This is an optimization exercise on Yosys and OpenROAD, whose aim is small area, a short achievable clock period and few clock cycles, not a production implementation. The RTL was checked by simulation tests, not by an equivalence proof against the original design. Power is estimated from default activity; no workload was simulated.

Design femtorv_core, start of the top module:
module femtorv_core (
    input  logic        clk,
    input  logic        resetn,
    output logic        mem_valid,
    input  logic        mem_ready,
    output logic [ 3:0] mem_wstrb,
    output logic [31:0] mem_addr,
    output logic [31:0] mem_wdata,
    input  logic [31:0] mem_rdata
);
Settings: LEC_CHECK=0, CAP_MARGIN=20, CORE_MARGIN=2, CORE_UTILIZATION=50, SLEW_MARGIN=20; clock period 10.0 ns.
standard.sh (not shown) runs the stock make flow with config.mk's settings and CLKGATE_MAP_FILE= SYNTH_SCRIPT=/design/flow/synth_recipe.tcl, a recipe that flattens the netlist after the stock synthesis.
==> flow/flow/run.sh <==
#!/bin/bash
export SETUP_SLACK_MARGIN=6.0
bash standard.sh > standard.log 2>&1
The baseline completed without violations.
Testbench counts at the start, summed over its fixed seeds: cycles 79,262.
Rerun with:
--- a/flow/flow/run.sh
+++ b/flow/flow/run.sh
@@ -2,0 +3 @@
+export BUFFER_PORTS_ARGS="-buffer_cell sky130_fd_sc_hd__buf_4"
CORE_UTILIZATION = 65   (was 50)
CTS_BUF_LIST = sky130_fd_sc_hd__clkbuf_4 sky130_fd_sc_hd__clkbuf_8   (was not set)
After rerunning: The changed run finished but failed the layout checks on capacitance limit, slew limit. First-iteration DRC count goes up by about 22%. Clock skew goes up by 0.019 ns. Design area goes down by about 2%. Worst setup slack got worse by 0.025 ns. Non-clock buffer count goes down by 42. Synthesized cell count stays the same.
Rerun with:
--- a/flow/flow/run.sh
+++ b/flow/flow/run.sh
@@ -2 +2 @@
-export SETUP_SLACK_MARGIN=6.0
+export SETUP_SLACK_MARGIN=6.3
CORE_UTILIZATION = 50   (was 65)
CTS_BUF_LIST = not set   (was sky130_fd_sc_hd__clkbuf_4 sky130_fd_sc_hd__clkbuf_8)
Effect: This time the run completed without violations; final cell count rose by a few percent; first-iteration DRC count decreases by roughly a tenth; synthesized cell count is unchanged; setup slack got worse by 0.056 ns; sequential share of layout area went down by 2.3 points; clock skew is about the same; routed wire length is higher by a few percent; worst hold slack gains 0.0042 ns.

---

femtorv_core again, from the RTL that the note above started with.
## femtorv_core
module femtorv_core (
    input  logic        clk,
    input  logic        resetn,
    output logic        mem_valid,
    input  logic        mem_ready,
    output logic [ 3:0] mem_wstrb,
    output logic [31:0] mem_addr,
    output logic [31:0] mem_wdata,
    input  logic [31:0] mem_rdata
);
export LEC_CHECK = 0
export CAP_MARGIN = 20
export CORE_MARGIN = 2
export CORE_UTILIZATION = 50
export SLEW_MARGIN = 20
create_clock -name core_clock -period 10.0 [get_ports {clk}]
==> flow/flow/run.sh <==
#!/bin/bash
export SETUP_SLACK_MARGIN=6.0
export BUFFER_PORTS_ARGS="-buffer_cell sky130_fd_sc_hd__buf_4"
bash standard.sh > standard.log 2>&1
The baseline produced a clean layout.
Testbench counts at the start, summed over its fixed seeds: cycles 79,262.
Edit:
==> flow/flow/run.sh (replaced) <==
#!/bin/bash
export SETUP_SLACK_MARGIN=5.6
export BUFFER_PORTS_ARGS="-buffer_cell sky130_fd_sc_hd__buf_4"
bash standard.sh > standard.log 2>&1
- CTS_BUF_LIST: not set -> sky130_fd_sc_hd__clkbuf_4 sky130_fd_sc_hd__clkbuf_8
Sequential power is about the same.
Routed wire length went up by 1.7%.
Utilization went down by 1.0 points.
Final area went down by 1.7%.
Combinational power went down by about 5%.
Edit:
==> flow/flow/run.sh (replaced) <==
#!/bin/bash
export SETUP_SLACK_MARGIN=6.0
export BUFFER_PORTS_ARGS="-buffer_cell sky130_fd_sc_hd__buf_4"
bash standard.sh > standard.log 2>&1
Outcome: Die area is unchanged; via count rises slightly; cell area rises slightly; setup slack gets better by 400 ps; sequential share of layout area falls by 0.83 points; power rises slightly.

---

## before
The RTL this note starts from:
==> flow/design.v <==
module femtorv_core (
    input  logic        clk,
    input  logic        resetn,
    output logic        mem_valid,
    input  logic        mem_ready,
    output logic [ 3:0] mem_wstrb,
    output logic [31:0] mem_addr,
    output logic [31:0] mem_wdata,
    input  logic [31:0] mem_rdata
);
  logic        valid_q;
  logic [31:2] addr_q;      
  logic [ 3:0] wstrb_q;
  logic [31:0] wdata_q;
  logic        is_data;     
  logic        iv;          
  logic [31:2] pc;          
  logic [31:2] instr;
  logic        pred_q;      
  logic [ 2:0] ld_f3;
  logic [ 1:0] ld_off;
  logic [ 4:0] ld_rd_q;
  logic        ld_en_q;
  logic [31:0] res_q;
  logic        wb_en_q;
  logic        wb_ld_q;
  logic [ 4:0] wb_idx_q;
  assign mem_valid = valid_q;
  assign mem_addr  = {addr_q, 2'b00};
  assign mem_wstrb = wstrb_q;
  assign mem_wdata = wdata_q;
  wire [4:0] opc = instr[6:2];
  wire isBr    =  opc[4] & ~opc[0];
  wire isJal   =  opc[4] &  opc[1];
  wire isJalr  =  opc[4] &  opc[0] & ~opc[1];
  wire isMem   = ~opc[4] & ~opc[2];
  wire isStore =  isMem  &  opc[3];
  wire isLoad  =  isMem  & ~opc[3];
  wire isALU   = ~opc[4] &  opc[2] & ~opc[0];
  wire isOp    =  isALU  &  opc[3];
  wire isU     = ~opc[4] &  opc[2] &  opc[0];
  wire isLui   =  isU    &  opc[3];
  wire isAuipc =  isU    & ~opc[3];
  wire [2:0] f3 = instr[14:12];
  wire [4:0] rd = instr[11:7];
  wire [31:0] Iimm = {{21{instr[31]}}, instr[30:20]};
  wire [31:0] Simm = {{21{instr[31]}}, instr[30:25], instr[11:7]};
  wire [31:0] Uimm = {instr[31:12], 12'b0};
  wire [31:0] rdi = mem_rdata;
  wire         p_new  = rdi[6] & (rdi[3] | ~rdi[2]);           
  wire [9:2]   t_off  = {rdi[29:25], rdi[3] ? rdi[24:22] : rdi[11:9]};
  wire [9:2]   t_lo   = addr_q[9:2] + t_off;
  wire [31:2]  a_inc  = addr_q + 30'd1;
  wire [31:2]  t_next = ({30{p_new}} & {addr_q[31:10], t_lo}) | ({30{~p_new}} & a_inc);
  wire [31:2]  Bimm   = {{20{instr[31]}}, instr[7], instr[30:25], instr[11:9]};
  wire [31:2]  Jimm   = {{12{instr[31]}}, instr[19:12], instr[20], instr[30:22]};
  wire [31:2]  pcimm  = pc + (isJal ? Jimm : isU ? Uimm[31:2] : Bimm);    
  wire [15:0] ld_half = ld_off[1] ? res_q[31:16] : res_q[15:0];
  wire [ 7:0] ld_byte = ld_off[0] ? ld_half[15:8] : ld_half[7:0];
  wire        ld_sign = ~ld_f3[2] & (ld_f3[0] ? ld_half[15] : ld_byte[7]);
  wire [31:0] wbdata  = ~wb_ld_q | ld_f3[1] ? res_q :
                        ld_f3[0] ? {{16{ld_sign}}, ld_half} : {{24{ld_sign}}, ld_byte};
  logic [31:1][31:0] rf;
  always_ff @(posedge clk)
    for (int i = 1; i < 32; i++)
      if (wb_en_q & (wb_idx_q == i[4:0])) rf[i] <= wbdata;
  logic [31:0] r2_q;
  wire  [4:0]  ra1 = instr[19:15];
  wire  [4:0]  ra2 = instr[24:20];
  wire  [4:0]  pa  = mem_ready ? mem_rdata[24:20] : ra1;
  wire  [31:0][31:0] rfv = {rf, 32'd0};    
  wire  [31:0] pr  = rfv[pa];
  wire  [31:0] r1  = (wb_en_q & (wb_idx_q == ra1)) ? wbdata : pr;
  wire  [31:0] r2  = (wb_en_q & (wb_idx_q == ra2)) ? wbdata : r2_q;
  logic [31:0] a_q, bx_q;
  logic        sub_q, sra_q;
  logic        r_add, r_slt, r_sltu, r_xor, r_or, r_and, r_sll, r_sr, r_link, r_lui, r_auipc;
  logic        br_q, jal_q, jalr_q, ld_q, st_q;
  logic        tgt_ok_q;    
  logic [ 2:0] f3_q;
  wire        aluF = isALU;
  wire        sub  = isBr | (isALU & (f3 == 3'b010 | f3 == 3'b011)) |
                     (isOp & f3 == 3'b000 & instr[30]);
  wire [31:0] b    = (isOp | isBr) ? r2 : isStore ? Simm : Iimm;
  always_ff @(posedge clk) begin
    r2_q   <= (mem_ready & ~is_data) ? pr : r2;
    a_q    <= r1;    
    bx_q   <= b ^ {32{sub}};
    sub_q  <= sub;
    sra_q  <= instr[30];
    r_add  <= aluF ? (f3 == 3'b000) : ~(isJal | isJalr | isU);
    r_lui  <= isLui;
    r_auipc <= isAuipc;
    r_slt  <= aluF & (f3 == 3'b010);
    r_sltu <= aluF & (f3 == 3'b011);
    r_xor  <= aluF & (f3 == 3'b100);
    r_or   <= aluF & (f3 == 3'b110);
    r_and  <= aluF & (f3 == 3'b111);
    r_sll  <= aluF & (f3 == 3'b001);
    r_sr   <= aluF & (f3 == 3'b101);
    r_link <= isJal | isJalr;
    br_q   <= isBr;
    jal_q  <= isJal;
    jalr_q <= isJalr;
    ld_q   <= isLoad;
    st_q   <= isStore;
    f3_q   <= f3;
    tgt_ok_q <= (pcimm == addr_q);
  end
  wire [32:0] sum33 = {1'b0, a_q} + {1'b0, bx_q} + {32'd0, sub_q};
  wire [31:0] sum   = sum33[31:0];
  wire        ltu   = ~sum33[32];
  wire        lt    = (a_q[31] ^ ~bx_q[31]) ? a_q[31] : ltu;
  wire        eq    = &(a_q ^ bx_q);     
  wire [31:0] sh_in;
  wire [31:0] sh_out;
  for (genvar k = 0; k < 32; k++) begin : g_rev
    assign sh_in[k]  = r_sll ? a_q[31-k] : a_q[k];
  end
  wire        sh_fill = sra_q & ~r_sll & a_q[31];
  wire [31:0] sh_s1 = bx_q[0] ? {{ 1{sh_fill}}, sh_in[31: 1]} : sh_in;
  wire [31:0] sh_s2 = bx_q[1] ? {{ 2{sh_fill}}, sh_s1[31: 2]} : sh_s1;
  wire [31:0] sh_s3 = bx_q[2] ? {{ 4{sh_fill}}, sh_s2[31: 4]} : sh_s2;
  wire [31:0] sh_s4 = bx_q[3] ? {{ 8{sh_fill}}, sh_s3[31: 8]} : sh_s3;
  wire [31:0] sh_res = bx_q[4] ? {{16{sh_fill}}, sh_s4[31:16]} : sh_s4;
  for (genvar k = 0; k < 32; k++) begin : g_rev2
    assign sh_out[k] = r_sll ? sh_res[31-k] : sh_res[k];
  end
  wire [31:0] res = ({32{r_add }} & sum) |
                    ({32{r_slt }} & {31'd0, lt}) |
                    ({32{r_sltu}} & {31'd0, ltu}) |
                    ({32{r_xor }} & (a_q ^ bx_q)) |
                    ({32{r_or  }} & (a_q | bx_q)) |
                    ({32{r_and }} & (a_q & bx_q)) |
                    ({32{r_sll | r_sr}} & sh_out) |
                    ({32{r_link}} & {pc1, 2'b00}) |
                    ({32{r_lui }} & Uimm) |
                    ({32{r_auipc}} & {pcimm, 2'b00});
  wire cond  = (f3_q[2] ? (f3_q[1] ? ltu : lt) : eq) ^ f3_q[0];
  wire [31:2] pc1      = pc + 30'd1;
  wire        taken    = jal_q | (br_q & cond);
  wire        redirect = jalr_q | (taken ? ~(pred_q & tgt_ok_q) : pred_q);
  wire [31:2] target   = jalr_q ? sum[31:2] :
                         (({30{taken}} & pcimm) | ({30{~taken}} & pc1));
  wire        exec   = iv & ~is_data;
  wire        writesRd = ~(br_q | ld_q | st_q);
  wire [3:0] smask = f3_q[1] ? 4'b1111 :
                     f3_q[0] ? (sum[1] ? 4'b1100 : 4'b0011) :
                     (4'b0001 << sum[1:0]);
  always_ff @(posedge clk) begin
    if (!is_data)
      wdata_q <= f3[1] ? r2 : f3[0] ? {2{r2[15:0]}} : {4{r2[7:0]}};
    if (mem_ready) begin
      res_q    <= is_data ? mem_rdata : res;
      wb_ld_q  <= is_data;
      wb_idx_q <= is_data ? ld_rd_q : rd;
    end
    if (mem_ready & ~is_data) begin
      instr  <= mem_rdata[31:2];
      pc     <= addr_q;
      pred_q <= p_new;
    end
    if (mem_ready & ~is_data & exec & (ld_q | st_q)) begin
      ld_rd_q <= rd;
      ld_en_q <= ld_q & (rd != 5'd0);
      ld_f3   <= f3_q;
      ld_off  <= sum[1:0];
    end
    if (!resetn) begin
      valid_q <= 1'b0;
      addr_q  <= 30'd0;
      wstrb_q <= 4'd0;
      is_data <= 1'b0;
      iv      <= 1'b0;
      wb_en_q <= 1'b0;
    end else begin
      valid_q <= 1'b1;
      wb_en_q <= mem_ready & (is_data ? ld_en_q : exec & writesRd & (rd != 5'd0));
      if (mem_ready) begin
        if (is_data) begin
          is_data <= 1'b0;
          addr_q  <= pred_q ? pcimm : pc1;
          wstrb_q <= 4'd0;
        end else if (exec & (ld_q | st_q)) begin
          is_data <= 1'b1;
          addr_q  <= sum[31:2];
          wstrb_q <= st_q ? smask : 4'd0;
          iv      <= 1'b1;
        end else if (exec & redirect) begin
          addr_q  <= target;
          iv      <= 1'b0;
        end else begin
          addr_q  <= t_next;
          iv      <= 1'b1;
        end
      end
    end
  end
endmodule
==> flow/config.mk <==
export PLATFORM = sky130hd
export DESIGN_NAME = femtorv_core
export DESIGN_NICKNAME = femtorv_core
export VERILOG_FILES = /design/flow/design.v
export SDC_FILE = /design/flow/constraint.sdc
export NUM_CORES = 4
export LEC_CHECK = 0
export CAP_MARGIN = 20
export CORE_MARGIN = 2
export CORE_UTILIZATION = 50
export CTS_BUF_LIST = sky130_fd_sc_hd__clkbuf_4 sky130_fd_sc_hd__clkbuf_8
export SLEW_MARGIN = 20
==> flow/constraint.sdc <==
create_clock -name core_clock -period 10.0 [get_ports {clk}]
set_input_delay 2.0000 -clock core_clock [delete_from_list [all_inputs] [get_ports {clk}]]
set_output_delay 2.0000 -clock core_clock [all_outputs]
set_load 0.01 [all_outputs]
==> flow/flow/run.sh <==
#!/bin/bash
export SETUP_SLACK_MARGIN=6.0
export BUFFER_PORTS_ARGS="-buffer_cell sky130_fd_sc_hd__buf_4"
bash standard.sh > standard.log 2>&1
before closes out successfully: all stages finished, all timing, DRC and antenna checks passed.
Testbench counts of before, summed over its fixed seeds: cycles 79,262.
[inputs] after vs before
Settings: swapping 50 for 65 in CORE_UTILIZATION.
- [compare] base=before new=after: post-synthesis compound-gate area fraction roughly the same, detailed-route wire length lower, required time reported for the critical path endpoint higher.
- Worst setup slack down 150 ps in after wrt before
- after reports a higher logic gate share of total power than before does.

-- port drivers added, routing unchanged --
In the flow no input, the clock included, has a driving cell. The finished layouts below were timed again as built, in two steps.
Step 1 assumes that a clkbuf_16 drives the clock port and a buf_2 every other input.
Step 2 moves the port delays by t, midway between the first and last clock arrival at a register: inputs arrive t later, outputs are due t later. That takes back most of the time a late clock gives input paths.
a / b / c = ideal ports / drivers / drivers and shift; a / b = the first two.
run	t, ns	setup slack, ns	cell pins on the clock port's net
the first run of note 1	0.859	5.898 / 5.898 / 5.171	1
the second run of note 1	0.961	5.872 / 5.855 / 4.895	1
the third run of note 1	0.849	5.816 / 5.816 / 5.205	1
the first run of note 2	0.844	5.948 / 5.948 / 5.164	1
the second run of note 2	1.006	5.547 / 5.582 / 4.576	1
the third run of note 2	1.007	5.948 / 5.948 / 5.022	1
before	1.000	5.781 / 5.781 / 4.829	1
after	0.952	5.629 / 5.629 / 5.035	1
For the second run of note 1, which loses most, drivers alone change the setup slack by -0.017 ns; drivers and shift together by -0.977 ns.
